This is an optimization exercise on Yosys and OpenROAD, whose aim is small area, a short achievable clock period and few clock cycles per item, not a production implementation. RTL that was checked went through simulation tests only; none was proved equivalent to the original. Only the layout flow was run in runs 2, 3 and 5; the RTL was not checked for function there. Power figures rest on the tool's default switching activity, not on a simulated workload.

<file path="flow/config.mk">
export PLATFORM = sky130hd
export DESIGN_NAME = sneva_alu
export DESIGN_NICKNAME = sneva_alu
export VERILOG_FILES = /design/flow/design.v
export SDC_FILE = /design/flow/constraint.sdc
export NUM_CORES = 4
export LEC_CHECK = 0
export CAP_MARGIN = 20
export CORE_MARGIN = 2
export CORE_UTILIZATION = 40
export SLEW_MARGIN = 20
</file>
<file path="flow/constraint.sdc">
create_clock -name core_clock -period 85.0 [get_ports {clk}]
set_input_delay 17.0000 -clock core_clock [delete_from_list [all_inputs] [get_ports {clk}]]
set_output_delay 17.0000 -clock core_clock [all_outputs]
set_load 0.01 [all_outputs]
</file>
<file path="flow/design.v">
module add32 (
    input  wire [31:0] a,
    input  wire [31:0] b,
    input  wire        cin,
    output wire [31:0] s,
    output wire        cout
);
  wire [32:0] c;
  assign c[0] = cin;
  genvar i;
  generate
    for (i = 0; i < 32; i = i + 1) begin : g_bit
      assign s[i]   = a[i] ^ b[i] ^ c[i];
      assign c[i+1] = (a[i] & b[i]) | (c[i] & (a[i] ^ b[i]));
    end
  endgenerate
  assign cout = c[32];
endmodule
module carry32 (
    input  wire [31:0] a,
    input  wire [31:0] b,
    output wire        cout
);
  wire [32:0] c;
  assign c[0] = 1'b0;
  genvar i;
  generate
    for (i = 0; i < 32; i = i + 1) begin : g_bit
      assign c[i+1] = (a[i] & b[i]) | (c[i] & (a[i] | b[i]));
    end
  endgenerate
  assign cout = c[32];
endmodule
module sneva_alu (
    input  wire        clk,
    input  wire        rst_n,        
    input  wire        in_valid,
    output wire        in_ready,
    input  wire [3:0]  in_op,
    input  wire [31:0] in_a,
    input  wire [31:0] in_b,
    output reg         out_valid,
    output wire [31:0] out_result,
    output reg         out_carry
);
  reg        rdy;         
  reg        s_valid;     
  reg        busy;        
  reg        div2;        
  reg [3:0]  op;
  reg [31:0] x;           
  reg [32:0] y;           
  reg        yb;          
  reg [5:0]  cnt;         
  reg [31:0] z;           
  assign in_ready   = rdy;
  assign out_result = z;
  wire op_mul = (op == 4'd2);
  wire op_div = (op == 4'd3);
  wire active = s_valid | busy;
  wire bm1 = y[0] ^ yb;
  wire bm2 = (y[1] & ~y[0] & ~yb) | (~y[1] & y[0] & yb);
  reg sel_y, sel_x1, sel_x2, inv, cin;
  always @(*) begin
    sel_y = 1'b0; sel_x1 = 1'b0; sel_x2 = 1'b0; inv = 1'b0; cin = 1'b0;
    case (op)
      4'd0:  begin sel_y = 1'b1; end
      4'd2:  begin sel_x1 = bm1; sel_x2 = bm2; inv = y[1]; cin = y[1]; end
      4'd4:  begin sel_x1 = 1'b1; end
      4'd6:  begin sel_x1 = 1'b1; cin = x[31]; end
      default: begin sel_y = 1'b1; inv = 1'b1; cin = 1'b1; end   
    endcase
  end
  wire [31:0] a_in = op_mul ? (s_valid ? 32'd0 : z) : x;
  wire [31:0] b_in = (({32{sel_y}} & y[31:0]) | ({32{sel_x1}} & x) |
                      ({32{sel_x2}} & {x[30:0], 1'b0})) ^ {32{inv}};
  wire [31:0] sum;
  wire        cout;
  add32 u_add (.a(a_in), .b(b_in), .cin(cin), .s(sum), .cout(cout));
  wire cy;
  carry32 u_cy (.a(x), .b(y[31:0]), .cout(cy));
  wire mul_term  = (y[31:1] == 31'd0) | (x[29:0] == 30'd0);   
  wire mul_term2 = (y[31:3] == 29'd0) | (x[27:0] == 28'd0);   
  wire ge        = cout & ~y[32];                             
  wire go        = ge & ~cnt[5];                              
  wire cnt_is1   = (cnt == 6'd1);
  wire mulact = active & op_mul;
  wire divact = active & op_div;
  wire done_mul = mulact & mul_term;
  wire done_div = divact & (div2 ? cnt_is1 : (~go & (cnt == 6'd0)));
  wire done = (s_valid & ~op_mul & ~op_div) | done_mul | done_div;
  wire final_next = (mulact & ~mul_term & mul_term2) |
                    (divact & ~div2 & ~go & cnt_is1) |
                    (divact & div2 & (cnt == 6'd2));
  reg [31:0] logic_r;
  always @(*) begin
    case (op[2:0])
      3'd0: logic_r = x & y[31:0];
      3'd1: logic_r = x | y[31:0];
      3'd2: logic_r = x ^ y[31:0];
      3'd3: logic_r = ~(x | y[31:0]);
      3'd4: logic_r = ~(x & y[31:0]);
      default: logic_r = ~(x ^ y[31:0]);
    endcase
  end
  reg [31:0] z_next;
  always @(*) begin
    case (op)
      4'd3:  z_next = div2 ? {z[30:0], ge} : 32'd0;
      4'd5:  z_next = {1'b0, x[31:1]};
      4'd7:  z_next = {x[0], x[31:1]};
      4'd8, 4'd9, 4'd10, 4'd11, 4'd12, 4'd13: z_next = logic_r;
      4'd14: z_next = {31'd0, ~cout};
      4'd15: z_next = {31'd0, x == y[31:0]};
      default: z_next = sum;   
    endcase
  end
  always @(posedge clk or negedge rst_n) begin
    if (!rst_n) begin
      rdy       <= 1'b1;
      s_valid   <= 1'b0;
      busy      <= 1'b0;
      div2      <= 1'b0;
      out_valid <= 1'b0;
    end else begin
      s_valid   <= in_valid & rdy;
      busy      <= (mulact | divact) & ~done;
      div2      <= divact & ~done & (div2 | ~go);
      out_valid <= done;
      if (rdy) rdy <= ~(in_valid & (in_op[3:1] == 3'b001));
      else     rdy <= done | final_next;
    end
  end
  always @(posedge clk) begin
    op <= rdy ? in_op : op;
    if (rdy) begin
      x   <= in_a;
      y   <= {1'b0, in_b};
      yb  <= 1'b0;
      cnt <= 6'd0;
    end else if (op[0]) begin   
      if (div2 & ge) x <= sum;
      y   <= (~div2 & go) ? {y[31:0], 1'b0} : {1'b0, y[32:1]};
      cnt <= (~div2 & go) ? cnt + 6'd1 : (div2 ? cnt - 6'd1 : cnt);
    end else begin              
      x  <= {x[29:0], 2'b00};
      y  <= {2'b00, y[32:2]};
      yb <= y[1];
    end
    z <= z_next;
    if (s_valid) out_carry <= cy;
  end
endmodule
</file>
<file path="flow/run.sh">
#!/bin/bash
# synth_recipe.tcl (not shown) runs the flow's synth.tcl, then flattens the netlist and writes it again
# the make line also repeats each setting of config.mk as NAME=value (left out here)
make -C /OpenROAD-flow-scripts/flow DESIGN_CONFIG=/design/flow/config.mk WORK_HOME=/design/flow/orfs CLKGATE_MAP_FILE= SYNTH_SCRIPT=/design/flow/synth_recipe.tcl finish
</file>
==> results of run 1 <==
-- Yosys cell counts (31+ instances only) --
cell type | n | area [um2]
o21ai_0 | 162 | 810.8
ha_1 | 69 | 863.3
edfxtp_1 | 37 | 1111
clkbuf_1 | 53 | 198.9
buf_2 | 46 | 230.2
nand2_1 | 137 | 514.2
a21oi_1 | 108 | 540.5
o211ai_1 | 32 | 240.2
a211oi_1 | 33 | 247.7
a221oi_1 | 33 | 289.0
nor2b_1 | 34 | 212.7
a22oi_1 | 31 | 232.7
dfxtp_1 | 72 | 1441
xor2_1 | 63 | 551.8
inv_1 | 82 | 307.8
nor3b_1 | 31 | 232.7
a222oi_1 | 31 | 310.3
fa_1 | 32 | 640.6
-- logic make-up after synthesis --
| family | count (synthesis) | synth area share [%] |
|---|---|---|
| compound gates | 467 | 28.67 |
| xor+xnor | 70 | 5.985 |
| buf+inv | 191 | 7.817 |
| mux | 4 | 0.3909 |
| fa+ha+maj | 101 | 14.68 |
| flops | 114 | 26.15 |
| simple gates | 327 | 16.31 |
-- registers in the layout, indices dropped and copies added (netlist names) --
signal and flops:
yb 1, s_valid 1, out_valid 1, y 33, rdy 1, cnt 6
out_carry 1, div2 1, z 32, busy 1, x 32, op 4
-- layer usage --
layer	vias to the layer above	global-route usage (%)
met1	4766	34.19
met5	-	0
li1	4714	-
met2	359	39.76
met3	48	3.333
met4	0	8.812
-- worst min-delay path, cell delays in order, from the launching register on --
cell and delay, ns:
dfxtp_1 0.33, o21ai_0 0.07, a21oi_1 0.07
-- layout make-up --
cell class | count | area share, %
Multi-Input combinational cell | 969 | 56.72
Tap cell | 330 | 3.444
Clock inverter | 10 | 0.8872
Timing Repair Buffer | 125 | 10.05
Sequential cell | 114 | 22.38
Clock buffer | 22 | 3.956
Inverter | 82 | 2.568
-- power breakdown --
part           switching [mW]  total (mW)  internal [mW]
sequential             0.0186      0.0873         0.0687
clock                  0.0277      0.0729         0.0452
combinational          0.0714       0.131         0.0596
total                   0.118       0.291          0.174
-- worst paths after layout --
check / start / endpoint / depth (start not counted)
hold reg to reg: cnt[5] / cnt[5] / 2
setup reg to reg: op[0] / x[13] / 41
hold / removal: cnt[5] / cnt[5] / 2
min in group asynchronous: rst_n / out_valid / 1
max in group asynchronous: rst_n / rdy / 1
setup / recovery: rdy / in_ready / 1
==> results by group, run 1 <==
Layout
  – Commonest cells after routing, fill and taps aside: o21ai_0, nand2_1, a21oi_1
  – Commonest non-fill, non-tap cell in the layout: o21ai_0
  – FF/Latch Area: 2683 um2
  – # fillers: 2493
  – Net count, final: 1481
  – Final non-filler cell total: 1652
  – Area of the multi-input gates: 6799 um2
  – Layout Utilization: 47.61%
  – Post-route cell area: 11990 um2
  – Layout overhead on the synthesized area: 17.03%
  – Share of cells above drive strength 1: 4.992%
  – Inserted Diodes: 0

Synth
  – Mapped Cells: 1274
  – Post-synth EDFFs: 37
  – FF+latch count, synth: 114
  – Async SR Flop Fraction: 4.386%
  – Seq/Total Area, Yosys: 26.15%
  – Most used flip-flop cell after synthesis: dfxtp_1
  – Mean Syn Cell Area: 8.040 um2
  – Yosys cell types: 52
  – Ys Warns: 1
  – Synth Cell Area: 10240 um2
  – Synthesized Nets: 1446

STA
  – Worst Hold Slack: 0.5261 ns
  – RSZ-0062 raised after global routing: false
  – Fmax achieved: 52.32 MHz
  – PnR worst setup slack: 65.89 ns
  – Period utilization: 22.49%
  – Worst Skew: 0.01035 ns
  – Max-slew violation count: 0
  – Final hold viol count: 0
  – Final setup viols: 0
  – Worst-margin pin slew: 0.9831 ns
  – Setup TNS: 0 ns
  – Crit path time final: 19.11 ns
  – Relative slew slack: 34.30%

GRT
  – Vias in the first global route: 9398
  – Initial antenna violation count: 0
  – Total track usage: 24.79%
  – Largest net degree at the start of global routing: 120
  – First-pass GRT wire length: 52100 um
  – GRT overflow: 0

Placement
  – Dpl cells: 1620
  – IO Port Bufs: 105
  – Placed Area: 11400 um2
  – Dpl hpwl: 21730 um
  – Place WS: 66.30 ns
  – Routability cong.: 0.8834

Floorplan
  – Die height: 164.0 um
  – Initial Util: 40.68%
  – Die Wd: 164.0 um
  – FP Rows: 58
  – Core area: 25180 um2
  – Die area: 26900 um2
  – IO Pins: 106

Route
  – Residual DRC: 0
  – Router iterations before antenna repair: 9
  – Wire length on met2: 15340 um
  – Met1 WL: 14860 um
  – DR WL/cell: 19.92 um
  – Post-detailed-route count of antenna-violating nets: 0
  – Drt initial violations: 1048
  – Via count: 9887
  – Max layer used: met4
  – Drt total wl: 32910 um
  – Met3 routed WL: 2067 um
  – Number of vias per cell: 5.985

Setup path
  – Max FO, Critical Path: 79
  – Slowest-stage cell, CP: dfstp_4
  – Reg2Reg Setup Slack: 67.09 ns
  – Crit path capture type: primary output
  – Type of origin of the critical path: register
  – WP data arrival: 2.11 ns
  – Worst path max stage delay: 1.02 ns
  – Cell family with most CP delay: flip-flops
  – CP required: 68.00 ns
  – Crit path kind: register to primary output
  – Buf/Inv on CP: 1
  – Critical-path cell list: clkdlybuf4s50_1

Clocking
  – Clk latency of the worst-skew pair: 0.44 ns
  – CTS Root Cell: clkbuf_16
  – CTS tree: done
  – Max clock buf depth: 2
  – # resized after CTS: 0
  – CTS H-tree lvls: 4
  – Sink Count: 114
  – Total CTS buffers: 17
  – Clock-pin slew on the worst setup and hold paths: 0.06 ns
  – CTS Hold Bufs: 0
  – Setup bufs post-CTS: 0

Outcome
  – Outcome: finished clean

Power and ir drop
  – Pwr Density: 24.29 nW/um2
  – Design Power: 291.2 uW
  – Leakage: 4.711 nW
  – Maximum vdd drop: 0.00001469 V

Flow run
  – Maxcap violations: 0

Min path
  – Hold WC Path Type: register to register
Testbench counts, summed over its fixed seeds: cycles 77,895, items 32,000.
==> run 2: changes to the inputs <==
--- a/flow/design.v
+++ b/flow/design.v
@@ -46,2 +46,3 @@
   reg        rdy;         
+  reg        rdy_n;       
   reg        s_valid;     
@@ -55,3 +56,3 @@
   reg [31:0] z;           
-  assign in_ready   = rdy;
+  assign in_ready   = ~rdy_n;
   assign out_result = z;
@@ -94,13 +95,20 @@
                     (divact & div2 & (cnt == 6'd2));
-  reg [31:0] logic_r;
+  reg [3:0] tt;   
   always @(*) begin
     case (op[2:0])
-      3'd0: logic_r = x & y[31:0];
-      3'd1: logic_r = x | y[31:0];
-      3'd2: logic_r = x ^ y[31:0];
-      3'd3: logic_r = ~(x | y[31:0]);
-      3'd4: logic_r = ~(x & y[31:0]);
-      default: logic_r = ~(x ^ y[31:0]);
+      3'd0: tt = 4'b1000;   
+      3'd1: tt = 4'b1110;   
+      3'd2: tt = 4'b0110;   
+      3'd3: tt = 4'b0001;   
+      3'd4: tt = 4'b0111;   
+      default: tt = 4'b1001;   
     endcase
   end
+  wire [31:0] logic_r;
+  genvar gi;
+  generate
+    for (gi = 0; gi < 32; gi = gi + 1) begin : g_logic
+      assign logic_r[gi] = x[gi] ? (y[gi] ? tt[3] : tt[2]) : (y[gi] ? tt[1] : tt[0]);
+    end
+  endgenerate
   reg [31:0] z_next;
@@ -113,3 +121,3 @@
       4'd14: z_next = {31'd0, ~cout};
-      4'd15: z_next = {31'd0, x == y[31:0]};
+      4'd15: z_next = {31'd0, sum == 32'd0};   
       default: z_next = sum;   
@@ -117,2 +125,3 @@
   end
+  wire rdy_next = rdy ? ~(in_valid & (in_op[3:1] == 3'b001)) : (done | final_next);
   always @(posedge clk or negedge rst_n) begin
@@ -120,2 +129,3 @@
       rdy       <= 1'b1;
+      rdy_n     <= 1'b0;
       s_valid   <= 1'b0;
@@ -129,4 +139,4 @@
       out_valid <= done;
-      if (rdy) rdy <= ~(in_valid & (in_op[3:1] == 3'b001));
-      else     rdy <= done | final_next;
+      rdy       <= rdy_next;
+      rdy_n     <= ~rdy_next;
     end
--- a/flow/config.mk
+++ b/flow/config.mk
@@ -10,2 +10,5 @@
 export CORE_UTILIZATION = 40
+export CTS_BUF_LIST = sky130_fd_sc_hd__clkbuf_8
+export CTS_CLUSTER_DIAMETER = 100
+export CTS_CLUSTER_SIZE = 30
 export SLEW_MARGIN = 20
==> results by group, run 2 <==
STA
  – Final hold viol count: 0 (unchanged)
  – Relative slew slack: 32.72% (-1.6 points)
  – RSZ-0062 raised after global routing: false
  – Worst-margin pin slew: 1.009 ns (+0.02603 ns)
  – Period utilization: 21.73% (-0.75 points)
  – Setup TNS: 0 ns (unchanged)
  – Max-slew violation count: 0 (unchanged)
  – PnR worst setup slack: 66.53 ns (+0.6388 ns)
  – Worst Skew: 0.009625 ns (-0.0007205 ns)
  – Crit path time final: 18.47 ns (-0.6388 ns)
  – Final setup viols: 0 (unchanged)
  – Fmax achieved: 54.13 MHz (+3.5%)

Floorplan
  – IO Pins: 106 (unchanged)
  – Initial Util: 41.06% (+0.38 points)
  – FP Rows: 57 (-1.7%)
  – Die Wd: 162.5 um (-0.95%)
  – Die area: 26390 um2 (-1.9%)
  – Die height: 162.5 um (-0.95%)
  – Core area: 24460 um2 (-2.9%)

Synth
  – Top post-synthesis cells by area: dfxtp_1, edfxtp_1, o21ai_1, nand2_1, a21oi_1
  – Yosys top cell area share: 14.35% (+0.28 points)
  – Synth area leader: dfxtp_1
  – Ys Warns: 1 (unchanged)
  – Yosys cell types: 61 (+17%)
  – Mapped Cells: 1337 (+4.9%)
  – Mean Syn Cell Area: 7.513 um2 (-6.6%)
  – Async SR Flop Fraction: 5.217% (+0.83 points)
  – Most used flip-flop cell after synthesis: dfxtp_1
  – Most common cell in the synthesized netlist: o21ai_1
  – Synthesized Nets: 1445 (-0.069%)
  – Post-synth EDFFs: 37 (unchanged)
  – Seq/Total Area, Yosys: 26.92% (+0.77 points)
  – FF+latch count, synth: 115 (+0.88%)
  – Synth Cell Area: 10040 um2 (-1.9%)
  – Commonest cells post-synth: o21ai_1, nand2_1, clkbuf_1

Clocking
  – CTS Root Cell: clkbuf_8
  – Setup bufs post-CTS: 0 (unchanged)
  – Clock-pin slew on the worst setup and hold paths: 0.08 ns (+0.02 ns)
  – CTS tree: done
  – Clk latency of the worst-skew pair: 0.47 ns (+0.03 ns)
  – Total CTS buffers: 17 (unchanged)
  – # resized after CTS: 0 (unchanged)
  – Max clock buf depth: 2 (unchanged)
  – CTS Hold Bufs: 0 (unchanged)
  – Sink Count: 115 (+0.88%)
  – CTS H-tree lvls: 4 (unchanged)

Layout
  – Largest Register: y
  – Inserted Diodes: 0 (unchanged)
  – Layout Utilization: 46.85% (-0.76 points)
  – # fillers: 2443 (-2.0%)
  – Post-route cell area: 11460 um2 (-4.4%)
  – Share of cells above drive strength 1: 4.693% (-0.30 points)
  – Final non-filler cell total: 1645 (-0.42%)
  – Largest register FFs: 33 (unchanged)
  – Commonest cells after routing, fill and taps aside: o21ai_1, nand2_1, a21oi_1
  – Largest registers: y: 33 flops, x: 32 flops, z: 32 flops
  – Commonest non-fill, non-tap cell in the layout: o21ai_1
  – Net count, final: 1416 (-4.4%)
  – Layout overhead on the synthesized area: 14.09%

Setup path
  – Buf/Inv on CP: 1 (unchanged)
  – Worst path max stage delay: 0.57 ns (-0.45 ns)
  – WP data arrival: 1.47 ns (-0.64 ns)
  – Critical-path cell list: clkdlybuf4s50_1
  – Max FO, Critical Path: 3 (-96%)
  – Crit path kind: register to primary output
  – Slowest-stage cell, CP: clkdlybuf4s50_1
  – Crit path capture type: primary output
  – Type of origin of the critical path: register
  – CP required: 68.00 ns (about the same)
  – Cell family with most CP delay: buffers and inverters

GRT
  – Vias in the first global route: 9470 (+0.77%)
  – Total track usage: 25.59% (+0.80 points)
  – GRT overflow: 0 (unchanged)
  – First-pass GRT wire length: 53570 um (+2.8%)
  – Initial antenna violation count: 0 (unchanged)
  – Largest net degree at the start of global routing: 239 (+99%)

Power and ir drop
  – Flop pwr share: 47.3% (+17 points)
  – Clk pwr share: 49.9% (+25 points)
  – Combinational group share of total power: 2.8% (-42 points)
  – Maximum vdd drop: 0.000009487 V (-35%)
  – Pint: 92.91 uW (-46%)
  – Sw Ratio: 21.90% (-19 points)
  – Leakage: 3.954 nW (-16%)
  – Pwr Density: 10.38 nW/um2 (-57%)
  – Sw power: 26.05 uW (-78%)

Route
  – Post-detailed-route count of antenna-violating nets: 0 (unchanged)
  – Via count: 10270 (+3.9%)
  – Drt total wl: 33510 um (+1.8%)
  – Router iterations before antenna repair: 8 (-1)
  – Residual DRC: 0 (unchanged)
  – Drt initial violations: 1344 (+28%)
  – Number of vias per cell: 6.246 (+4.4%)
  – DR WL/cell: 20.37 um (+2.2%)

Placement
  – IO Port Bufs: 105 (unchanged)
  – Place WS: 66.89 ns (+0.5848 ns)
  – Routability cong.: 0.9002 (+1.9%)
  – Dpl cells: 1612 (-0.49%)
  – Dpl hpwl: 21640 um (-0.44%)
  – Placed Area: 11010 um2 (-3.5%)

Min path
  – Hold WC Path Type: register to register

Outcome
  – Outcome: finished clean

Flow run
  – Maxcap violations: 0 (unchanged)
==> run 2: cell types whose count changed after synthesis, moves of 31 or more <==
cell      before  now
o21ai_1       10  202
o21ai_0      162   33
clkbuf_1      53  143
inv_1         82    9
ha_1          69    5
nand3_1        4   62
buf_2         46    8
nand2_1      137  174
nor2b_1       34    1
a211oi_1      33    2
==> run 2: kinds of logic after synthesis <==
| logic type | share of synthesized area (%) |
|---|---|
| AND/OR/NAND/NOR | 18.78 |
| adder cells (fa/ha/maj) | 7.698 |
| AO/OA/AOI/OAI | 30.23 |
| XOR/XNOR | 6.104 |
| buffers and inverters | 6.975 |
| flip-flops | 26.92 |
| multiplexers | 3.289 |
==> run 2: final cells by class <==
cell class / count / area (um2) / area share (%)
Tap cell: 324 / 405.4 / 3.538
Clock buffer: 20 / 275.3 / 2.402
Inverter: 13 / 48.80 / 0.4258
Clock inverter: 12 / 161.4 / 1.408
Sequential cell: 115 / 2708 / 23.63
Timing Repair Buffer: 121 / 1191 / 10.39
Multi-Input combinational cell: 1040 / 6670 / 58.21
==> run 2: worst paths after layout <==
path / from / endpoint / slack [ns] / cells after the start
setup reg to reg: op[0] / cnt[4] / 67.07 / 48
hold reg to reg: cnt[4] / cnt[4] / 0.55 / 2
max in group asynchronous: rst_n / rdy / 67.94 / 1
setup / recovery: z[0] / out_result[0] / 66.53 / 1
hold / removal: cnt[4] / cnt[4] / 0.55 / 2
min in group asynchronous: rst_n / s_valid / 16.78 / 1
==> run 2: through the flow <==
| step | power (mW) | hold WS, ns |
|---|---|---|
| 6_report | 0.1190 | 0.5509 |
| 5_1_grt | 0.1221 | 0.5999 |
| 4_1_cts | 0.1197 | 0.5495 |
| 3_5_place_dp | 0.06087 | 0.5306 |
| 3_3_place_gp | 0.06083 | 0.5150 |
| 2_1_floorplan | 0.05759 | 0.4489 |
==> run 2: power by group through the flow <==
stage | Sequential, mW | Combinational (mW) | Clock [mW]
after floorplan | 0.0576 | 0.0000142 | 0
after global placement | 0.0576 | 0.00326 | 0
after detailed placement | 0.0576 | 0.00330 | 0
after CTS | 0.0563 | 0.00332 | 0.0600
after global routing | 0.0563 | 0.00352 | 0.0623
final | 0.0563 | 0.00328 | 0.0594
==> run 2: routing by layer <==
layer | track usage (%) | share of wire, %
met5 | 0 | 0
met2 | 39.57 | 45
met4 | 8.648 | 2.3
met1 | 36.52 | 45
met3 | 3.947 | 8.0
==> run 3: changes to the inputs <==
==> flow/flow/run.sh (new file) <==
#!/bin/bash
# Standard layout, with the port buffers made from the smallest plain buffer.
set -e
export BUFFER_PORTS_ARGS="-buffer_cell sky130_fd_sc_hd__buf_1"
bash standard.sh > standard.log 2>&1
==> flow/standard.sh (new file) <==
#!/bin/bash
# synth_recipe.tcl (not shown) runs the flow's synth.tcl, then flattens the netlist and writes it again
# the make line also repeats each setting of config.mk as NAME=value (left out here)
make -C /OpenROAD-flow-scripts/flow DESIGN_CONFIG=/design/flow/config.mk WORK_HOME=/design/flow/orfs CLKGATE_MAP_FILE= SYNTH_SCRIPT=/design/flow/synth_recipe.tcl "${@:-finish}"
removed: flow/run.sh
==> results by group, run 3 <==
Outcome
  – Outcome: finished clean

Synth
  – Synth Area in Compound Gates: 30.23% (unchanged)
  – FF+latch count, synth: 115 (unchanged)
  – Most used flip-flop cell after synthesis: dfxtp_1
  – Synthesized Nets: 1445 (unchanged)
  – Most common cell in the synthesized netlist: o21ai_1
  – Yosys top cell area share: 14.35% (unchanged)
  – Commonest cells post-synth: o21ai_1, nand2_1, clkbuf_1
  – XOR/XNOR Fraction of Synth Area: 6.104% (unchanged)
  – Ys Warns: 1 (unchanged)
  – Post-synthesis adder-cell area fraction: 7.698% (unchanged)
  – Async SR Flop Fraction: 5.217% (unchanged)
  – Mapped Cells: 1337 (unchanged)
  – Synth Cell Area: 10040 um2 (unchanged)
  – Largest family of logic cells by synthesized area: compound AO/OA/AOI/OAI gates
  – Seq/Total Area, Yosys: 26.92% (unchanged)
  – Yosys cell types: 61 (unchanged)
  – Mux cell area share after synthesis: 3.288% (unchanged)
  – Mean Syn Cell Area: 7.513 um2 (unchanged)
  – Top post-synthesis cells by area: dfxtp_1, edfxtp_1, o21ai_1, nand2_1, a21oi_1
  – Synth area leader: dfxtp_1
  – Post-Synth Simple-Gate Area: 18.78% (unchanged)
  – Post-synth EDFFs: 37 (unchanged)

STA
  – RSZ-0062 raised after global routing: false
  – Worst Skew: 0.01599 ns (+0.006368 ns)
  – Worst Hold Slack: 0.5534 ns (+0.002468 ns)
  – Final setup viols: 0 (unchanged)
  – PnR worst setup slack: 66.54 ns (+0.01440 ns)
  – Crit path time final: 18.46 ns (-0.01440 ns)
  – Worst-margin pin slew: 1.095 ns (+0.08570 ns)
  – Setup TNS: 0 ns (unchanged)
  – Final hold viol count: 0 (unchanged)
  – Relative slew slack: 26.83% (-5.9 points)
  – Max-slew violation count: 0 (unchanged)
  – Fmax achieved: 54.17 MHz (about the same)
  – Period utilization: 21.72% (about the same)

Floorplan
  – IO Pins: 106 (unchanged)
  – Die Wd: 162.5 um (unchanged)
  – Core area: 24460 um2 (unchanged)
  – Die height: 162.5 um (unchanged)
  – Die area: 26390 um2 (unchanged)
  – FP Rows: 57 (unchanged)
  – Initial Util: 41.06% (unchanged)

Setup path
  – Reg-to-reg endpoint: x[11]
  – Crit path capture type: register
  – CP required: 85.14 ns (+17.14 ns)
  – WP data arrival: 18.60 ns (+17.13 ns)
  – Buf/Inv on CP: 7 (+6)
  – Crit path kind: register to register
  – Crit path depth: 45 (+44)
  – Slowest-stage cell, CP: a21o_1
  – Type of origin of the critical path: register
  – Cell family with most CP delay: adder cells
  – Max FO, Critical Path: 59 (+56)
  – Reg2Reg Setup Slack: 66.54 ns (-0.53 ns)
  – Worst path max stage delay: 0.67 ns (+0.10 ns)
  – Critical path's most frequent cell: fa_1
  – Critical path capture point: x[11]
  – Crit path from: op[1]
  – R2R Path Start: op[1]
  – R2R depth: 45 (-6.3%)

Placement
  – Dpl hpwl: 21030 um (-2.8%)
  – Placed Area: 10360 um2 (-5.9%)
  – Dpl cells: 1613 (+0.062%)
  – Routability cong.: 0.8401 (-6.7%)
  – IO Port Bufs: 105 (unchanged)
  – Place WS: 66.49 ns (-0.3963 ns)

Clocking
  – Sink Count: 115 (unchanged)
  – Clk latency of the worst-skew pair: 0.47 ns (about the same)
  – Clock-pin slew on the worst setup and hold paths: 0.08 ns (about the same)
  – # resized after CTS: 0 (unchanged)
  – Setup bufs post-CTS: 0 (unchanged)
  – CTS H-tree lvls: 4 (unchanged)
  – CTS tree: done
  – CTS Root Cell: clkbuf_8
  – Max clock buf depth: 2 (unchanged)
  – Total CTS buffers: 17 (unchanged)
  – CTS Hold Bufs: 0 (unchanged)

GRT
  – Total track usage: 24.32% (-1.3 points)
  – GRT overflow: 0 (unchanged)
  – Largest net degree at the start of global routing: 221 (-7.5%)
  – Vias in the first global route: 8974 (-5.2%)
  – First-pass GRT wire length: 50980 um (-4.8%)
  – Initial antenna violation count: 0 (unchanged)

Layout
  – Inserted Diodes: 0 (unchanged)
  – Commonest cells after routing, fill and taps aside: o21ai_1, nand2_1, a21oi_1
  – Net count, final: 1416 (unchanged)
  – Final non-filler cell total: 1645 (unchanged)
  – Share of cells above drive strength 1: 4.921% (+0.23 points)
  – Largest registers: y: 33 flops, x: 32 flops, z: 32 flops
  – Largest Register: y
  – Layout overhead on the synthesized area: 7.038%
  – Largest register FFs: 33 (unchanged)
  – # fillers: 2500 (+2.3%)
  – Layout Utilization: 43.95% (-2.9 points)
  – Post-route cell area: 10750 um2 (-6.2%)
  – Commonest non-fill, non-tap cell in the layout: o21ai_1

Power and ir drop
  – Pint: 83.15 uW (-11%)
  – Sw Ratio: 25.20% (+3.3 points)
  – Clk pwr share: 48.3% (-1.6 points)
  – Flop pwr share: 50.6% (+3.3 points)
  – Leakage: 3.622 nW (-8.4%)
  – Combinational group share of total power: 1.1% (-1.7 points)
  – Design Power: 111.2 uW (-6.6%)
  – Pwr Density: 10.34 nW/um2 (-0.40%)
  – Sw power: 28.01 uW (+7.5%)
  – Maximum vdd drop: 0.000006698 V (-29%)

Flow run
  – Maxcap violations: 0 (unchanged)

Route
  – Via count: 10150 (-1.2%)
  – Drt initial violations: 1312 (-2.4%)
  – Post-detailed-route count of antenna-violating nets: 0 (unchanged)
  – Router iterations before antenna repair: 9 (+1)
  – DR WL/cell: 19.64 um (-3.6%)
  – Drt total wl: 32310 um (-3.6%)
  – Number of vias per cell: 6.168 (-1.2%)
  – Residual DRC: 0 (unchanged)

Min path
  – Hold WC Path Type: register to register
[run 3: worst min-delay path by stage]
stage            start  slack, ns         to  cells past startpoint
6_report        cnt[4]       0.55     cnt[4]                      2
5_1_grt         cnt[4]       0.59     cnt[4]                      2
4_1_cts         cnt[4]       0.56     cnt[4]                      2
3_5_place_dp    cnt[4]       0.54     cnt[4]                      2
3_3_place_gp    cnt[4]       0.52     cnt[4]                      2
2_1_floorplan  s_valid       0.45  out_carry                      0
[run 3: layout make-up]
| cell class | count | area, um2 | area share, % |
|---|---|---|---|
| Inverter | 13 | 48.80 | 0.4539 |
| Multi-Input combinational cell | 1040 | 6670 | 62.04 |
| Clock buffer | 17 | 234.0 | 2.176 |
| Timing Repair Buffer | 121 | 526.8 | 4.899 |
| Clock inverter | 15 | 158.9 | 1.478 |
| Tap cell | 324 | 405.4 | 3.770 |
| Sequential cell | 115 | 2708 | 25.18 |
[run 3: power groups by stage]
| stage | sequential [mW] | clock [mW] | combinational [mW] |
|---|---|---|---|
| after global placement | 0.0576 | 0 | 0.00122 |
| after floorplan | 0.0576 | 0 | 0.0000142 |
| after detailed placement | 0.0576 | 0 | 0.00123 |
| after global routing | 0.0563 | 0.0563 | 0.00143 |
| final | 0.0563 | 0.0536 | 0.00122 |
| after CTS | 0.0563 | 0.0541 | 0.00124 |
[run 3: worst min-delay path, stage by stage, from the launching register on]
cell and delay (ns):
dfxtp_1 0.37, xor2_1 0.08, nor2_1 0.07
[run 3: metal layers]
layer / global-route usage (%) / vias up / wire length, um
met2: 38.86 / 418 / 14850
li1: - / 4858 / -
met5: 0 / - / 0
met4: 6.396 / 0 / 447
met1: 33.91 / 4837 / 14550
met3: 4.456 / 33 / 2460
[run 3: cell families (layout without fill, tap and decap cells)]
family / after synthesis / in the layout
AOI/OAI and AO/OA: 507 / 507
and+or+nand+nor: 386 / 386
xor gates and xnor gates: 70 / 70
DFF: 115 / 115
adders and majority gates: 44 / 44
muxes: 33 / 33
buffers and inverters: 182 / 166
==> run 4: changes to the inputs <==
--- a/flow/design.v
+++ b/flow/design.v
@@ -53,3 +53,2 @@
   reg [32:0] y;           
-  reg        yb;          
   reg [5:0]  cnt;         
@@ -61,18 +60,13 @@
   wire active = s_valid | busy;
-  wire bm1 = y[0] ^ yb;
-  wire bm2 = (y[1] & ~y[0] & ~yb) | (~y[1] & y[0] & yb);
-  reg sel_y, sel_x1, sel_x2, inv, cin;
-  always @(*) begin
-    sel_y = 1'b0; sel_x1 = 1'b0; sel_x2 = 1'b0; inv = 1'b0; cin = 1'b0;
-    case (op)
-      4'd0:  begin sel_y = 1'b1; end
-      4'd2:  begin sel_x1 = bm1; sel_x2 = bm2; inv = y[1]; cin = y[1]; end
-      4'd4:  begin sel_x1 = 1'b1; end
-      4'd6:  begin sel_x1 = 1'b1; cin = x[31]; end
-      default: begin sel_y = 1'b1; inv = 1'b1; cin = 1'b1; end   
-    endcase
-  end
-  wire [31:0] a_in = op_mul ? (s_valid ? 32'd0 : z) : x;
-  wire [31:0] b_in = (({32{sel_y}} & y[31:0]) | ({32{sel_x1}} & x) |
-                      ({32{sel_x2}} & {x[30:0], 1'b0})) ^ {32{inv}};
+  reg c_ax;     
+  reg c_az;     
+  reg c_y;      
+  reg c_x1;     
+  reg c_x2;     
+  reg c_inv;    
+  reg c_rot;    
+  wire [31:0] a_in = ({32{c_ax}} & x) | ({32{c_az}} & z);
+  wire [31:0] b_in = (({32{c_y}} & y[31:0]) | ({32{c_x1}} & x) |
+                      ({32{c_x2}} & {x[30:0], 1'b0})) ^ {32{c_inv}};
+  wire        cin  = c_inv | (c_rot & x[31]);
   wire [31:0] sum;
@@ -125,2 +119,9 @@
   end
+  wire nb_y1 = rdy ? in_b[1] : y[3];
+  wire nb_y0 = rdy ? in_b[0] : y[2];
+  wire nb_yb = rdy ? 1'b0    : y[1];
+  wire nb_m1 = nb_y0 ^ nb_yb;
+  wire nb_m2 = (nb_y1 & ~nb_y0 & ~nb_yb) | (~nb_y1 & nb_y0 & nb_yb);
+  wire in_mul = (in_op == 4'd2);
+  wire in_sh  = (in_op == 4'd4) | (in_op == 4'd6);
   wire rdy_next = rdy ? ~(in_valid & (in_op[3:1] == 3'b001)) : (done | final_next);
@@ -148,3 +149,2 @@
       y   <= {1'b0, in_b};
-      yb  <= 1'b0;
       cnt <= 6'd0;
@@ -157,5 +157,17 @@
       y  <= {2'b00, y[32:2]};
-      yb <= y[1];
     end
     z <= z_next;
+    if (rdy) begin
+      c_ax  <= ~in_mul;
+      c_y   <= ~in_mul & ~in_sh;
+      c_x1  <= in_sh | (in_mul & nb_m1);
+      c_x2  <= in_mul & nb_m2;
+      c_inv <= (in_mul & nb_y1) | ~(in_mul | in_sh | (in_op == 4'd0));
+      c_rot <= (in_op == 4'd6);
+    end else if (op_mul) begin
+      c_x1  <= nb_m1;
+      c_x2  <= nb_m2;
+      c_inv <= nb_y1;
+    end
+    c_az <= mulact & ~done;
     if (s_valid) out_carry <= cy;
--- a/flow/config.mk
+++ b/flow/config.mk
@@ -7,2 +7,3 @@
 export LEC_CHECK = 0
+export ABC_AREA = 1
 export CAP_MARGIN = 20
==> results by group, run 4 <==
Placement
  – Routability cong.: 0.8700 (+3.6%)
  – Dpl cells: 1573 (-2.5%)
  – IO Port Bufs: 105 (unchanged)
  – Dpl hpwl: 20920 um (-0.56%)

Route
  – Post-detailed-route count of antenna-violating nets: 0 (unchanged)
  – Router iterations before antenna repair: 6 (-3)
  – DR WL/cell: 19.25 um (-2.0%)
  – Drt total wl: 30890 um (-4.4%)
  – Residual DRC: 0 (unchanged)
  – Via count: 9432 (-7.0%)
  – Number of vias per cell: 5.877 (-4.7%)
  – Drt initial violations: 916 (-30%)

STA
  – Crit path time final: 18.08 ns (-0.3817 ns)
  – Period utilization: 21.27% (-0.45 points)
  – Worst-margin pin slew: 1.074 ns (-0.02116 ns)
  – RSZ-0062 raised after global routing: false
  – Final setup viols: 0 (unchanged)
  – Fmax achieved: 55.32 MHz (+2.1%)
  – Setup TNS: 0 ns (unchanged)
  – Max-slew violation count: 0 (unchanged)
  – Relative slew slack: 27.98% (+1.1 points)
  – Worst Skew: 0.01295 ns (-0.003045 ns)
  – Final hold viol count: 0 (unchanged)

Setup path
  – Slowest-stage cell, CP: dfxtp_1
  – Critical-path cell list: buf_1
  – Cell family with most CP delay: flip-flops
  – Reg-to-reg endpoint: y[1]
  – Max FO, Critical Path: 3 (-95%)
  – WP data arrival: 1.08 ns (-17.52 ns)
  – Reg2Reg Setup Slack: 67.34 ns (+0.80 ns)
  – Worst path max stage delay: 0.44 ns (-0.23 ns)
  – Crit path capture type: primary output
  – R2R depth: 46 (+2.2%)
  – R2R Path Start: c_x1
  – Crit path kind: register to primary output
  – Type of origin of the critical path: register
  – Buf/Inv on CP: 1 (-6)
  – CP required: 68.00 ns (-17.14 ns)

Synth
  – FF+latch count, synth: 121 (+5.2%)
  – Mapped Cells: 1247 (-6.7%)
  – Commonest cells post-synth: nand2_1, a21oi_1, nor2_1
  – Synth area leader: dfxtp_1
  – Top post-synthesis cells by area: dfxtp_1, edfxtp_1, a21oi_1, nand2_1, fa_1
  – Seq/Total Area, Yosys: 32.26% (+5.3 points)
  – Async SR Flop Fraction: 4.959% (-0.26 points)
  – Ys Warns: 1 (unchanged)
  – Synthesized Nets: 1355 (-6.2%)
  – Yosys top cell area share: 16.13% (+1.8 points)
  – Post-synth EDFFs: 43 (+16%)
  – Synth Cell Area: 8939 um2 (-11%)
  – Yosys cell types: 41 (-33%)
  – Most common cell in the synthesized netlist: nand2_1
  – Mean Syn Cell Area: 7.168 um2 (-4.6%)
  – Most used flip-flop cell after synthesis: dfxtp_1

Clocking
  – Max clock buf depth: 2 (unchanged)
  – CTS Root Cell: clkbuf_8
  – Total CTS buffers: 17 (unchanged)
  – Clock-pin slew on the worst setup and hold paths: 0.08 ns (about the same)
  – Setup bufs post-CTS: 0 (unchanged)
  – CTS tree: done
  – CTS Hold Bufs: 0 (unchanged)
  – # resized after CTS: 0 (unchanged)
  – Sink Count: 121 (+5.2%)
  – CTS H-tree lvls: 4 (unchanged)
  – Clk latency of the worst-skew pair: 0.47 ns (about the same)

Floorplan
  – Die height: 153.5 um (-5.5%)
  – IO Pins: 106 (unchanged)
  – Core area: 21890 um2 (-11%)
  – Die Wd: 153.5 um (-5.5%)
  – Die area: 23560 um2 (-11%)
  – FP Rows: 54 (-5.3%)
  – Initial Util: 40.83% (-0.23 points)

Min path
  – Min-delay src: cnt[5]
  – Hold endpoint: cnt[5]
  – WHS Path Cells: 2 (unchanged)
  – Hold WC Path Type: register to register

Layout
  – Commonest cells after routing, fill and taps aside: nand2_1, a21oi_1, nor2_1
  – Commonest non-fill, non-tap cell in the layout: nand2_1
  – Inserted Diodes: 0 (unchanged)
  – Final non-filler cell total: 1605 (-2.4%)
  – Net count, final: 1420 (+0.28%)
  – Largest register FFs: 33 (unchanged)
  – Largest Register: y
  – Largest registers: y: 33 flops, x: 32 flops, z: 32 flops
  – Layout overhead on the synthesized area: 12.43%
  – Share of cells above drive strength 1: 5.358% (+0.44 points)

Power and ir drop
  – Design Power: 125.5 uW (+13%)
  – Leakage: 4.180 nW (+15%)
  – Maximum vdd drop: 0.000008864 V (+32%)
  – Pwr Density: 12.49 nW/um2 (+21%)

GRT
  – Total track usage: 26.15% (+1.8 points)
  – M3 GR Usage: 5.472% (+1.0 points)
  – Initial antenna violation count: 0 (unchanged)
  – Largest net degree at the start of global routing: 87 (-61%)
  – GRT overflow: 0 (unchanged)
  – Grt peak-use layer: met2
  – Global-route track usage on met2: 40.76% (+1.9 points)
  – Vias in the first global route: 8947 (-0.30%)
  – GR Util met1: 36.71% (+2.8 points)
  – First-pass GRT wire length: 49360 um (-3.2%)

Outcome
  – Outcome: finished clean

Flow run
  – Maxcap violations: 0 (unchanged)
run 4: worst max path at each step:
stage	start	endpoint	slack [ns]	cells past startpoint
after global placement	in_op[1]	c_x2	66.99	7
after CTS	z[3]	out_result[3]	66.92	1
after global routing	c_x1	y[1]	66.68	46
after floorplan	in_op[2]	c_x2	67.22	5
after detailed placement	in_op[1]	c_x2	66.97	7
final	z[3]	out_result[3]	66.92	1
run 4: layer usage:
metal | vias up | wire length [um] | part of all wire [%]
li1 | 4457 | - | -
met3 | 53 | 2606 | 8.4
met2 | 433 | 13980 | 45
met1 | 4489 | 13770 | 45
met5 | - | 0 | 0
met4 | 0 | 534 | 1.7
run 4: logic make-up (layout without fill, tap and decap cells):
kind of cell,after synthesis,after routing,synth area share (%)
AND/OR/NAND/NOR,416,416,18.94
AO/OA/AOI/OAI,410,410,28.04
buffers and inverters,230,308,9.658
flip-flops,121,121,32.26
adder cells (fa/ha/maj),37,37,7.867
XOR/XNOR,33,33,3.234
run 4: report_power, final:
part           switching [mW]  total, mW  internal [mW]
clock                  0.0261     0.0645         0.0384
combinational        0.000671    0.00146       0.000785
sequential          0.0000240     0.0596         0.0596
run 4: final cells by class:
class | instances | area, um2
fill | 2355 | 11840
multi-input combinational | 896 | 5219
sequential | 121 | 2884
inverter | 154 | 578.1
timing repair buffer | 122 | 541.8
tap | 280 | 350.3
clock buffer | 18 | 247.7
clock inverter | 14 | 229.0
run 4: through the flow:
step / util [%] / instance area [um2] / worst slack (ns) / hold slack [ns]
after CTS: 45.91 / 10050 / 66.92 / 0.4965
after floorplan: - / 8939 / 67.22 / 0.4551
after detailed placement: 43.73 / 9573 / 66.97 / 0.4843
final: 45.91 / 10050 / 66.92 / 0.4948
after global placement: 43.60 / 9545 / 66.99 / 0.4760
after global routing: 45.91 / 10050 / 66.68 / 0.5159
Testbench counts of run 4, summed over its fixed seeds: cycles 77,895, items 32,000.
==> run 5: changes to the inputs <==
--- a/flow/design.v
+++ b/flow/design.v
@@ -60,13 +60,22 @@
   wire active = s_valid | busy;
-  reg c_ax;     
-  reg c_az;     
-  reg c_y;      
-  reg c_x1;     
-  reg c_x2;     
-  reg c_inv;    
-  reg c_rot;    
+  reg       c_ax;    
+  reg       c_az;    
+  reg [3:0] c_t;     
+  reg       c_x2;    
+  reg       c_cin;   
+  reg       c_rot;   
   wire [31:0] a_in = ({32{c_ax}} & x) | ({32{c_az}} & z);
-  wire [31:0] b_in = (({32{c_y}} & y[31:0]) | ({32{c_x1}} & x) |
-                      ({32{c_x2}} & {x[30:0], 1'b0})) ^ {32{c_inv}};
-  wire        cin  = c_inv | (c_rot & x[31]);
+  wire [31:0] b_in;
+  genvar gi;
+  generate
+    for (gi = 0; gi < 32; gi = gi + 1) begin : g_bin
+      wire lut = x[gi] ? (y[gi] ? c_t[3] : c_t[2]) : (y[gi] ? c_t[1] : c_t[0]);
+      if (gi == 0) begin : g0
+        assign b_in[gi] = lut;
+      end else begin : gn
+        assign b_in[gi] = lut ^ (c_x2 & x[gi-1]);
+      end
+    end
+  endgenerate
+  wire        cin  = c_cin | (c_rot & x[31]);
   wire [31:0] sum;
@@ -89,20 +98,2 @@
                     (divact & div2 & (cnt == 6'd2));
-  reg [3:0] tt;   
-  always @(*) begin
-    case (op[2:0])
-      3'd0: tt = 4'b1000;   
-      3'd1: tt = 4'b1110;   
-      3'd2: tt = 4'b0110;   
-      3'd3: tt = 4'b0001;   
-      3'd4: tt = 4'b0111;   
-      default: tt = 4'b1001;   
-    endcase
-  end
-  wire [31:0] logic_r;
-  genvar gi;
-  generate
-    for (gi = 0; gi < 32; gi = gi + 1) begin : g_logic
-      assign logic_r[gi] = x[gi] ? (y[gi] ? tt[3] : tt[2]) : (y[gi] ? tt[1] : tt[0]);
-    end
-  endgenerate
   reg [31:0] z_next;
@@ -113,3 +104,2 @@
       4'd7:  z_next = {x[0], x[31:1]};
-      4'd8, 4'd9, 4'd10, 4'd11, 4'd12, 4'd13: z_next = logic_r;
       4'd14: z_next = {31'd0, ~cout};
@@ -160,12 +150,22 @@
     if (rdy) begin
-      c_ax  <= ~in_mul;
-      c_y   <= ~in_mul & ~in_sh;
-      c_x1  <= in_sh | (in_mul & nb_m1);
+      c_ax  <= ~in_mul & ~in_op[3] | (in_op[3:1] == 3'b111);   
       c_x2  <= in_mul & nb_m2;
-      c_inv <= (in_mul & nb_y1) | ~(in_mul | in_sh | (in_op == 4'd0));
+      c_cin <= (in_mul & nb_y1) | ~(in_mul | in_sh | (in_op == 4'd0) | (in_op[3] & ~(in_op[3:1] == 3'b111)));
       c_rot <= (in_op == 4'd6);
+      case (in_op)
+        4'd0, 4'd5, 4'd7: c_t <= 4'b1010;                
+        4'd2:  c_t <= {{2{nb_m1 ^ nb_y1}}, {2{nb_y1}}};   
+        4'd4, 4'd6: c_t <= 4'b1100;                      
+        4'd8:  c_t <= 4'b1000;                           
+        4'd9:  c_t <= 4'b1110;                           
+        4'd10: c_t <= 4'b0110;                           
+        4'd11: c_t <= 4'b0001;                           
+        4'd12: c_t <= 4'b0111;                           
+        4'd13: c_t <= 4'b1001;                           
+        default: c_t <= 4'b0101;                         
+      endcase
     end else if (op_mul) begin
-      c_x1  <= nb_m1;
+      c_t   <= {{2{nb_m1 ^ nb_y1}}, {2{nb_y1}}};
       c_x2  <= nb_m2;
-      c_inv <= nb_y1;
+      c_cin <= nb_y1;
     end
==> results by group, run 5 <==
STA
  – Worst Hold Slack: 0.5102 ns (+0.01539 ns)
  – Final setup viols: 0 (unchanged)
  – Period utilization: 21.54% (+0.27 points)
  – Crit path time final: 18.31 ns (+0.2274 ns)
  – PnR worst setup slack: 66.69 ns (-0.2274 ns)
  – Worst Skew: 0.01082 ns (-0.002126 ns)
  – Max-slew violation count: 0 (unchanged)
  – Fmax achieved: 54.63 MHz (-1.2%)
  – RSZ-0062 raised after global routing: false
  – Relative slew slack: 28.76% (+0.79 points)
  – Setup TNS: 0 ns (unchanged)
  – Final hold viol count: 0 (unchanged)
  – Worst-margin pin slew: 1.069 ns (-0.005152 ns)

Clocking
  – CTS H-tree lvls: 4 (unchanged)
  – Setup bufs post-CTS: 0 (unchanged)
  – CTS Hold Bufs: 0 (unchanged)
  – Clock-pin slew on the worst setup and hold paths: 0.09 ns (about the same)
  – Max clock buf depth: 2 (unchanged)
  – Clk latency of the worst-skew pair: 0.46 ns (about the same)
  – Total CTS buffers: 17 (unchanged)
  – CTS tree: done
  – CTS Root Cell: clkbuf_8
  – Sink Count: 123 (+1.7%)
  – # resized after CTS: 0 (unchanged)

Setup path
  – CP required: 85.21 ns (+17.21 ns)
  – Type of origin of the critical path: input pin
  – Max FO, Critical Path: 4 (+1)
  – Crit path capture type: register
  – Critical path's most frequent cell: nand2_1
  – Crit path kind: input pin to register
  – Slowest-stage cell, CP: o32ai_1
  – Worst path max stage delay: 0.34 ns (-0.10 ns)
  – WP data arrival: 18.52 ns (+17.44 ns)
  – R2R depth: 48 (+4.3%)
  – Critical-path cell list: buf_1, nand2_1, nand2_1, and3_1, or2_2, xor2_1, nand2_1, o21ai_0, o32ai_1, inv_1

Power and ir drop
  – Sw Ratio: 45.81% (+24 points)
  – Maximum vdd drop: 0.00001377 V (+55%)
  – Leakage: 3.866 nW (-7.5%)
  – Flop pwr share: 31.8% (-16 points)
  – Pint: 202.0 uW (+100%)
  – Clk pwr share: 16.1% (-35 points)
  – Combinational group share of total power: 52.2% (+51 points)
  – Sw power: 170.8 uW (+540%)
  – Pwr Density: 37.95 nW/um2 (+200%)
  – Design Power: 372.9 uW (+200%)

Synth
  – Synthesized Nets: 1351 (-0.30%)
  – Most used flip-flop cell after synthesis: dfxtp_1
  – Post-synth EDFFs: 45 (+4.7%)
  – Mapped Cells: 1243 (-0.32%)
  – Yosys top cell area share: 16.42% (+0.30 points)
  – Most common cell in the synthesized netlist: nand2_1
  – Commonest cells post-synth: nand2_1, a21oi_1, nor2_1
  – Ys Warns: 1 (unchanged)
  – Synth Cell Area: 8776 um2 (-1.8%)
  – Top post-synthesis cells by area: dfxtp_1, edfxtp_1, nand2_1, a21oi_1, o21ai_0
  – Async SR Flop Fraction: 4.878% (-0.081 points)
  – Synth area leader: dfxtp_1
  – Seq/Total Area, Yosys: 33.55% (+1.3 points)
  – Mean Syn Cell Area: 7.060 um2 (-1.5%)
  – Yosys cell types: 40 (-2.4%)
  – FF+latch count, synth: 123 (+1.7%)

Floorplan
  – Core area: 21690 um2 (-0.93%)
  – IO Pins: 106 (unchanged)
  – Initial Util: 40.46% (-0.37 points)
  – FP Rows: 54 (unchanged)
  – Die height: 152.1 um (-0.89%)
  – Die area: 23140 um2 (-1.8%)
  – Die Wd: 152.1 um (-0.89%)

Min path
  – WHS Path Cells: 1 (-1)
  – Hold WC Path Type: register to register

Layout
  – Share of cells above drive strength 1: 5.132% (-0.23 points)
  – Largest register FFs: 33 (unchanged)
  – Largest registers: y: 33 flops, x: 32 flops, z: 32 flops
  – Inserted Diodes: 0 (unchanged)
  – Net count, final: 1420 (unchanged)
  – Commonest cells after routing, fill and taps aside: nand2_1, a21oi_1, nor2_1
  – Post-route cell area: 9826 um2 (-2.2%)
  – Largest Register: y
  – Commonest non-fill, non-tap cell in the layout: nand2_1
  – Layout overhead on the synthesized area: 11.96%

Route
  – Via count: 9147 (-3.0%)
  – Residual DRC: 0 (unchanged)
  – Number of vias per cell: 5.699 (-3.0%)
  – Post-detailed-route count of antenna-violating nets: 0 (unchanged)
  – Router iterations before antenna repair: 5 (-1)
  – Drt initial violations: 904 (-1.3%)
  – Drt total wl: 29110 um (-5.8%)
  – DR WL/cell: 18.14 um (-5.8%)

Flow run
  – Maxcap violations: 0 (unchanged)

Placement
  – Placed Area: 9370 um2 (-2.1%)
  – Routability cong.: 0.8621 (-0.91%)
  – IO Port Bufs: 105 (unchanged)
  – Dpl hpwl: 19720 um (-5.7%)
  – Place WS: 66.28 ns (-0.6933 ns)

GRT
  – Largest net degree at the start of global routing: 92 (+5.7%)
  – Vias in the first global route: 8586 (-4.0%)
  – First-pass GRT wire length: 46680 um (-5.4%)
  – Total track usage: 25.14% (-1.0 points)
  – GRT overflow: 0 (unchanged)
  – Initial antenna violation count: 0 (unchanged)

Outcome
  – Outcome: finished clean
## run 5: logic make-up after synthesis
group,share of synthesized area [%]
xor+xnor,3.393
flops,33.55
fa+ha+maj,8.012
simple gates,21.20
compound gates,25.61
buf+inv,8.241
## run 5: power by group through the flow
| stage | logic, mW | registers (mW) | clock network (mW) |
|---|---|---|---|
| 4_1_cts | 0.194 | 0.118 | 0.0606 |
| 2_1_floorplan | 0.146 | 0.111 | 0 |
| 3_3_place_gp | 0.190 | 0.119 | 0 |
| 3_5_place_dp | 0.192 | 0.119 | 0 |
| 6_report | 0.194 | 0.118 | 0.0599 |
| 5_1_grt | 0.221 | 0.121 | 0.0632 |
## run 5: final cells by class
type	instances	area (um2)
Timing Repair Buffer	120	514.2
Sequential cell	123	2944
Clock inverter	14	192.7
Clock buffer	18	247.7
Fill cell	2283	11860
Inverter	119	460.4
Tap cell	280	350.3
Multi-Input combinational cell	931	5116
## run 5: worst paths after layout
check,start,endpoint,slack (ns)
min in group asynchronous,rst_n,out_valid,16.41
max in group asynchronous,rst_n,rdy,68.28
setup reg to reg,c_ax,cnt[4],67.43
hold / removal,cnt[0],cnt[0],0.51
hold reg to reg,cnt[0],cnt[0],0.51
setup / recovery,in_b[1],c_t[2],66.69
## run 5: stage by stage
| stage | instances | utilization (%) |
|---|---|---|
| global route | 1605 | 45.30 |
| finish | 1605 | 45.30 |
| floorplan | 1243 | - |
| global placement | 1572 | 43.20 |
| CTS | 1604 | 45.23 |
| detailed placement | 1572 | 43.20 |
## run 5: worst max-delay path: cells and delay by family
family | cells | cell delay (ns)
compound gates | 2 | 0.47
xor+xnor | 1 | 0.18
buf+inv | 2 | 0.14
simple gates | 5 | 0.72
## run 5: per-layer routing
metal / vias to the layer above / share of wire (%) / global-route usage, %
met2: 403 / 45 / 39.47
met1: 4303 / 45 / 34.56
met5: - / 0 / 0
met4: 0 / 2.7 / 9.257
met3: 58 / 7.5 / 4.877
li1: 4383 / - / -
==> run 6: changes to the inputs <==
--- a/flow/design.v
+++ b/flow/design.v
@@ -109,5 +109,5 @@
   end
-  wire nb_y1 = rdy ? in_b[1] : y[3];
-  wire nb_y0 = rdy ? in_b[0] : y[2];
-  wire nb_yb = rdy ? 1'b0    : y[1];
+  wire nb_y1 = y[3];
+  wire nb_y0 = y[2];
+  wire nb_yb = y[1];
   wire nb_m1 = nb_y0 ^ nb_yb;
@@ -151,4 +151,4 @@
       c_ax  <= ~in_mul & ~in_op[3] | (in_op[3:1] == 3'b111);   
-      c_x2  <= in_mul & nb_m2;
-      c_cin <= (in_mul & nb_y1) | ~(in_mul | in_sh | (in_op == 4'd0) | (in_op[3] & ~(in_op[3:1] == 3'b111)));
+      c_x2  <= in_mul & in_b[1] & ~in_b[0];
+      c_cin <= (in_mul & in_b[1]) | ~(in_mul | in_sh | (in_op == 4'd0) | (in_op[3] & ~(in_op[3:1] == 3'b111)));
       c_rot <= (in_op == 4'd6);
@@ -156,3 +156,3 @@
         4'd0, 4'd5, 4'd7: c_t <= 4'b1010;                
-        4'd2:  c_t <= {{2{nb_m1 ^ nb_y1}}, {2{nb_y1}}};   
+        4'd2:  c_t <= {{2{in_b[0] ^ in_b[1]}}, {2{in_b[1]}}};   
         4'd4, 4'd6: c_t <= 4'b1100;                      
==> results by group, run 6 <==
Floorplan
  – IO Pins: 106 (unchanged)
  – FP Rows: 54 (unchanged)
  – Die Wd: 152.0 um (about the same)
  – Initial Util: 40.41% (-0.052 points)
  – Die height: 152.0 um (about the same)
  – Die area: 23110 um2 (-0.12%)
  – Core area: 21690 um2 (unchanged)

Layout
  – Area of the multi-input gates: 5124 um2 (+0.15%)
  – Commonest cells after routing, fill and taps aside: nand2_1, a21oi_1, nor2_1
  – Final non-filler cell total: 1586 (-1.2%)
  – Largest Register: y
  – FF/Latch Area: 2944 um2 (unchanged)
  – Share of cells above drive strength 1: 5.360% (+0.23 points)
  – Layout overhead on the synthesized area: 11.02%
  – Largest registers: y: 33 flops, x: 32 flops, z: 32 flops
  – # fillers: 2271 (-0.53%)
  – Largest register FFs: 33 (unchanged)
  – Inserted Diodes: 0 (unchanged)
  – Net count, final: 1402 (-1.3%)
  – Commonest non-fill, non-tap cell in the layout: nand2_1

STA
  – Final hold viol count: 0 (unchanged)
  – Max-slew violation count: 0 (unchanged)
  – Final setup viols: 0 (unchanged)
  – Fmax achieved: 55.33 MHz (+1.3%)
  – Period utilization: 21.26% (-0.27 points)
  – Relative slew slack: 22.64% (-6.1 points)
  – Crit path time final: 18.07 ns (-0.2315 ns)
  – Worst-margin pin slew: 1.160 ns (+0.09180 ns)
  – RSZ-0062 raised after global routing: false
  – Worst Skew: 0.01361 ns (+0.002785 ns)
  – Setup TNS: 0 ns (unchanged)

Setup path
  – Type of origin of the critical path: register
  – Buf/Inv on CP: 1 (-1)
  – Slowest-stage cell, CP: dfxtp_1
  – Cell family with most CP delay: flip-flops
  – Max FO, Critical Path: 3 (-1)
  – Crit path depth: 1 (-9)
  – R2R Path Start: c_ax
  – CP required: 68.00 ns (-17.21 ns)
  – Worst path max stage delay: 0.45 ns (+0.11 ns)
  – Crit path kind: register to primary output
  – Critical-path cell list: buf_1
  – Reg-to-reg endpoint: y[19]
  – Reg2Reg Setup Slack: 67.52 ns (+0.09 ns)
  – WP data arrival: 1.07 ns (-17.45 ns)
  – R2R depth: 47 (-2.1%)
  – Crit path capture type: primary output

Clocking
  – CTS Root Cell: clkbuf_8
  – Max clock buf depth: 2 (unchanged)
  – CTS Hold Bufs: 0 (unchanged)
  – Total CTS buffers: 17 (unchanged)
  – Sink Count: 123 (unchanged)
  – Clk latency of the worst-skew pair: 0.46 ns (about the same)
  – CTS tree: done
  – Clock-pin slew on the worst setup and hold paths: 0.08 ns (about the same)
  – CTS H-tree lvls: 4 (unchanged)
  – # resized after CTS: 0 (unchanged)
  – Setup bufs post-CTS: 0 (unchanged)

Route
  – Number of vias per cell: 5.717 (+0.31%)
  – Via count: 9067 (-0.87%)
  – Post-detailed-route count of antenna-violating nets: 0 (unchanged)
  – Residual DRC: 0 (unchanged)
  – Router iterations before antenna repair: 5 (unchanged)
  – Drt initial violations: 981 (+8.5%)
  – Drt total wl: 28620 um (-1.7%)
  – DR WL/cell: 18.05 um (-0.50%)

GRT
  – Largest net degree at the start of global routing: 89 (-3.3%)
  – Total track usage: 24.69% (-0.45 points)
  – Initial antenna violation count: 0 (unchanged)
  – Vias in the first global route: 8423 (-1.9%)
  – First-pass GRT wire length: 46050 um (-1.3%)
  – GRT overflow: 0 (unchanged)

Synth
  – Synth area leader: dfxtp_1
  – Ys Warns: 1 (unchanged)
  – Commonest cells post-synth: nand2_1, nor2_1, a21oi_1
  – Synth Cell Area: 8765 um2 (-0.13%)
  – Mapped Cells: 1224 (-1.5%)
  – Mean Syn Cell Area: 7.161 um2 (+1.4%)
  – Top post-synthesis cells by area: dfxtp_1, edfxtp_1, a21oi_1, nand2_1, o21ai_0
  – Most common cell in the synthesized netlist: nand2_1
  – FF+latch count, synth: 123 (unchanged)
  – Synthesized Nets: 1333 (-1.3%)
  – Seq/Total Area, Yosys: 33.59% (+0.043 points)
  – Yosys cell types: 46 (+15%)
  – Most used flip-flop cell after synthesis: dfxtp_1
  – Post-synth EDFFs: 45 (unchanged)
  – Yosys top cell area share: 16.45% (+0.021 points)
  – Async SR Flop Fraction: 4.878% (unchanged)

Outcome
  – Outcome: finished clean

Placement
  – IO Port Bufs: 105 (unchanged)
  – Dpl hpwl: 19710 um (about the same)
  – Dpl cells: 1554 (-1.1%)
  – Routability cong.: 0.8613 (about the same)

Flow run
  – Maxcap violations: 0 (unchanged)

Min path
  – Hold WC Path Type: register to register
  – Min-delay src: s_valid
  – Hold endpoint: out_carry
  – WHS Path Cells: 0 (-1)

Power and ir drop
  – Leakage: 3.729 nW (-3.6%)
  – Maximum vdd drop: 0.00001117 V (-19%)
  – Pwr Density: 36.70 nW/um2 (-3.3%)
## run 6: power by group
group / internal [mW] / total, mW / switching (mW)
clock network: 0.0231 / 0.0504 / 0.0273
registers: 0.0884 / 0.117 / 0.0291
logic: 0.0789 / 0.189 / 0.110
## run 6: worst max-delay path by stage
stage	end	start	slack (ns)
floorplan	c_t[1]	in_op[2]	67.14
global placement	c_t[3]	in_op[2]	66.83
detailed placement	c_t[1]	in_op[3]	66.77
CTS	out_result[27]	z[27]	66.92
global route	y[19]	c_ax	66.80
finish	out_result[27]	z[27]	66.93
## run 6: area by class of cell
cell class / count / area share (%)
Clock inverter: 15 / 1.299
Multi-Input combinational cell: 917 / 52.66
Clock buffer: 17 / 2.405
Inverter: 113 / 4.500
Timing Repair Buffer: 121 / 5.285
Tap cell: 280 / 3.600
Sequential cell: 123 / 30.26
## run 6: logic make-up (layout without fill, tap and decap cells)
logic type / Yosys count / count (layout) / share of synthesized area (%)
AND/OR/NAND/NOR: 436 / 436 / 20.54
XOR/XNOR: 35 / 35 / 3.497
AO/OA/AOI/OAI: 408 / 408 / 26.12
buffers and inverters: 184 / 266 / 8.080
flip-flops: 123 / 123 / 33.59
adder cells (fa/ha/maj): 38 / 38 / 8.166
## run 6: routing by layer
metal	global-route usage (%)	up-vias	share of wire (%)
li1	-	4365	-
met1	34.66	4260	45
met2	38.18	399	45
met3	5.020	43	7.6
met4	8.144	0	2.2
met5	0	-	0
## run 6: through the flow
step | setup WS, ns | utilization [%] | hold slack, ns | power, mW | instance area, um2
2_1_floorplan | 67.14 | - | 0.4559 | 0.2521 | 8765
3_5_place_dp | 66.77 | 43.20 | 0.5039 | 0.3058 | 9370
4_1_cts | 66.92 | 44.87 | 0.5242 | 0.3565 | 9731
3_3_place_gp | 66.83 | 43.20 | 0.4793 | 0.3028 | 9370
6_report | 66.93 | 44.87 | 0.5174 | 0.3571 | 9731
5_1_grt | 66.80 | 44.87 | 0.5377 | 0.3894 | 9731
Testbench counts of run 6, summed over its fixed seeds: cycles 77,895, items 32,000.
==> run 7: changes to the inputs <==
--- a/flow/config.mk
+++ b/flow/config.mk
@@ -8,3 +8,3 @@
 export ABC_AREA = 1
-export CAP_MARGIN = 20
+export CAP_MARGIN = 5
 export CORE_MARGIN = 2
@@ -14,2 +14,3 @@
 export CTS_CLUSTER_SIZE = 30
-export SLEW_MARGIN = 20
+export GPL_TIMING_DRIVEN = 0
+export SLEW_MARGIN = 5
==> results by group, run 7 <==
Outcome
  – Outcome: finished clean

Synth
  – Most common cell in the synthesized netlist: nand2_1
  – Mapped Cells: 1224 (unchanged)
  – Yosys top cell area share: 16.45% (unchanged)
  – FF+latch count, synth: 123 (unchanged)
  – Async SR Flop Fraction: 4.878% (unchanged)
  – Synthesized Nets: 1333 (unchanged)
  – Post-synth EDFFs: 45 (unchanged)
  – Mean Syn Cell Area: 7.161 um2 (unchanged)

STA
  – Relative slew slack: 32.84% (+10 points)
  – RSZ-0062 raised after global routing: false
  – Worst-margin pin slew: 0.9991 ns (-0.1613 ns)
  – Max-slew violation count: 0 (unchanged)
  – Final setup viols: 0 (unchanged)
  – Period utilization: 21.29% (+0.026 points)
  – Final hold viol count: 0 (unchanged)
  – Worst Skew: 0.01387 ns (+0.0002587 ns)
  – Fmax achieved: 55.26 MHz (-0.12%)
  – Setup TNS: 0 ns (unchanged)

Route
  – Via count: 9606 (+5.9%)
  – Met1 WL: 14690 um (+15%)
  – Residual DRC: 0 (unchanged)
  – Wire length on met2: 15500 um (+19%)
  – Met3 routed WL: 2960 um (+37%)

GRT
  – Largest net degree at the start of global routing: 18 (-80%)
  – Total track usage: 29.40% (+4.7 points)
  – GRT overflow: 0 (unchanged)

Layout
  – Net count, final: 1458 (+4.0%)
  – Commonest non-fill, non-tap cell in the layout: nand2_1
  – Share of cells above drive strength 1: 3.671% (-1.7 points)
  – Largest registers: y: 33 flops, x: 32 flops, z: 32 flops
  – Largest Register: y
  – Largest register FFs: 33 (unchanged)
  – Layout overhead on the synthesized area: 13.05%
  – Inserted Diodes: 0 (unchanged)

Placement
  – Routability cong.: 0.9889 (+15%)
  – Dpl hpwl: 25650 um (+30%)
  – Dpl cells: 1610 (+3.6%)
  – IO Port Bufs: 105 (unchanged)

Setup path
  – Type of origin of the critical path: register
  – Slowest-stage cell, CP: dfxtp_1
  – Crit path kind: register to primary output
  – Crit path capture type: primary output

Floorplan
  – IO Pins: 106 (unchanged)
  – Core area: 21690 um2 (unchanged)
  – Die height: 152.0 um (unchanged)

Min path
  – Hold WC Path Type: register to register

Clocking
  – Setup bufs post-CTS: 0 (unchanged)

Power and ir drop
  – Maximum vdd drop: 0.00001190 V (+6.5%)
## run 7: changes by cell type in the layout (fill, tap and decap cells not counted), sizes merged
cell / before / now
buf: 121 / 112
clkinv: 11 / 7
inv: 115 / 116
bufinv: 2 / 3
clkbuf: 17 / 83
clkinvlp: 0 / 1
## run 7: routing by layer
layer,vias to the layer above,track usage (%)
met3,92,6.418
li1,4476,-
met2,479,45.43
met1,4559,39.33
met5,-,0
met4,0,13.80
## run 7: path summary, 6_finish.rpt
kind,from,endpoint,slack [ns],cells past startpoint
worst min-delay path,cnt[2],cnt[2],0.50,1
worst max register to register,c_ax,y[24],67.01,49
worst min register to register,cnt[2],cnt[2],0.50,1
worst max-delay path,z[29],out_result[29],66.90,1
min in group asynchronous,rst_n,rdy_n,16.39,1
max in group asynchronous,rst_n,rdy,68.33,1
## run 7: worst reg2reg max path: cells and delay by family (launching register included)
family / cells / cell delay (ns)
adder cells (fa/ha/maj): 32 / 14.25
buffers and inverters: 10 / 2.38
AO/OA/AOI/OAI: 4 / 0.58
flip-flops: 1 / 0.38
AND/OR/NAND/NOR: 3 / 0.27
## run 7: stage by stage
step	cell area [um2]	hold slack (ns)	util (%)	setup WS (ns)	power [mW]
CTS	9908	0.5039	45.68	66.92	0.3611
global placement	9509	0.4794	43.84	66.78	0.3081
detailed placement	9545	0.4862	44.01	66.75	0.3099
global route	9908	0.5364	45.68	66.37	0.3922
floorplan	8765	0.4559	-	67.14	0.2521
finish	9908	0.4990	45.68	66.90	0.3652
## run 7: where the power goes
group	switching, mW	leakage [nW]	internal, mW
Clock	0.0250	0.206	0.0259
Sequential	0.0303	1.11	0.0884
Combinational	0.116	2.45	0.0796
Total	0.171	3.77	0.194
## run 7: cells by family (layout without fill, tap and decap cells)
kind of cell	Yosys count	in the layout	synth area share (%)
fa+ha+maj	38	38	8.166
compound gates	408	408	26.12
xor+xnor	35	35	3.497
simple gates	436	436	20.54
buf+inv	184	322	8.080
flops	123	123	33.59
## run 7: cell type report
type | instances | area (um2) | share of cell area [%]
timing repair buffer | 106 | 421.7 | 4.256
buffer | 71 | 270.3 | 2.728
inverter | 113 | 437.9 | 4.420
tap | 280 | 350.3 | 3.536
clock inverter | 14 | 115.1 | 1.162
clock buffer | 18 | 247.7 | 2.500
sequential | 123 | 2944 | 29.71
multi-input combinational | 917 | 5121 | 51.69

what the ideal ports hide:
In the flow no input, the clock included, has a driving cell. The finished layouts below were timed again as built, in two steps. Step 1: set_driving_cell puts a clkbuf_16 on clk and a buf_2 on each other input, an assumption about the parent block. Step 2, shift: input delay + t, output delay - t, t = (earliest + latest rising clock arrival at the registers) / 2. This alone moves slack from input paths to output paths. Slacks: ideal / step 1 / step 2; pairs: ideal / step 1.
run	t (ns)	setup WS [ns]
run 1	0.483	65.887 / 65.838 / 66.321
run 2	0.505	66.526 / 66.482 / 66.987
run 3	0.509	66.540 / 66.540 / 66.540
run 4	0.502	66.922 / 66.880 / 66.956
run 5	0.506	66.695 / 66.722 / 66.216
run 6	0.497	66.926 / 66.883 / 66.766
run 7	0.502	66.904 / 66.861 / 66.726
After both steps every run listed still meets setup and hold.
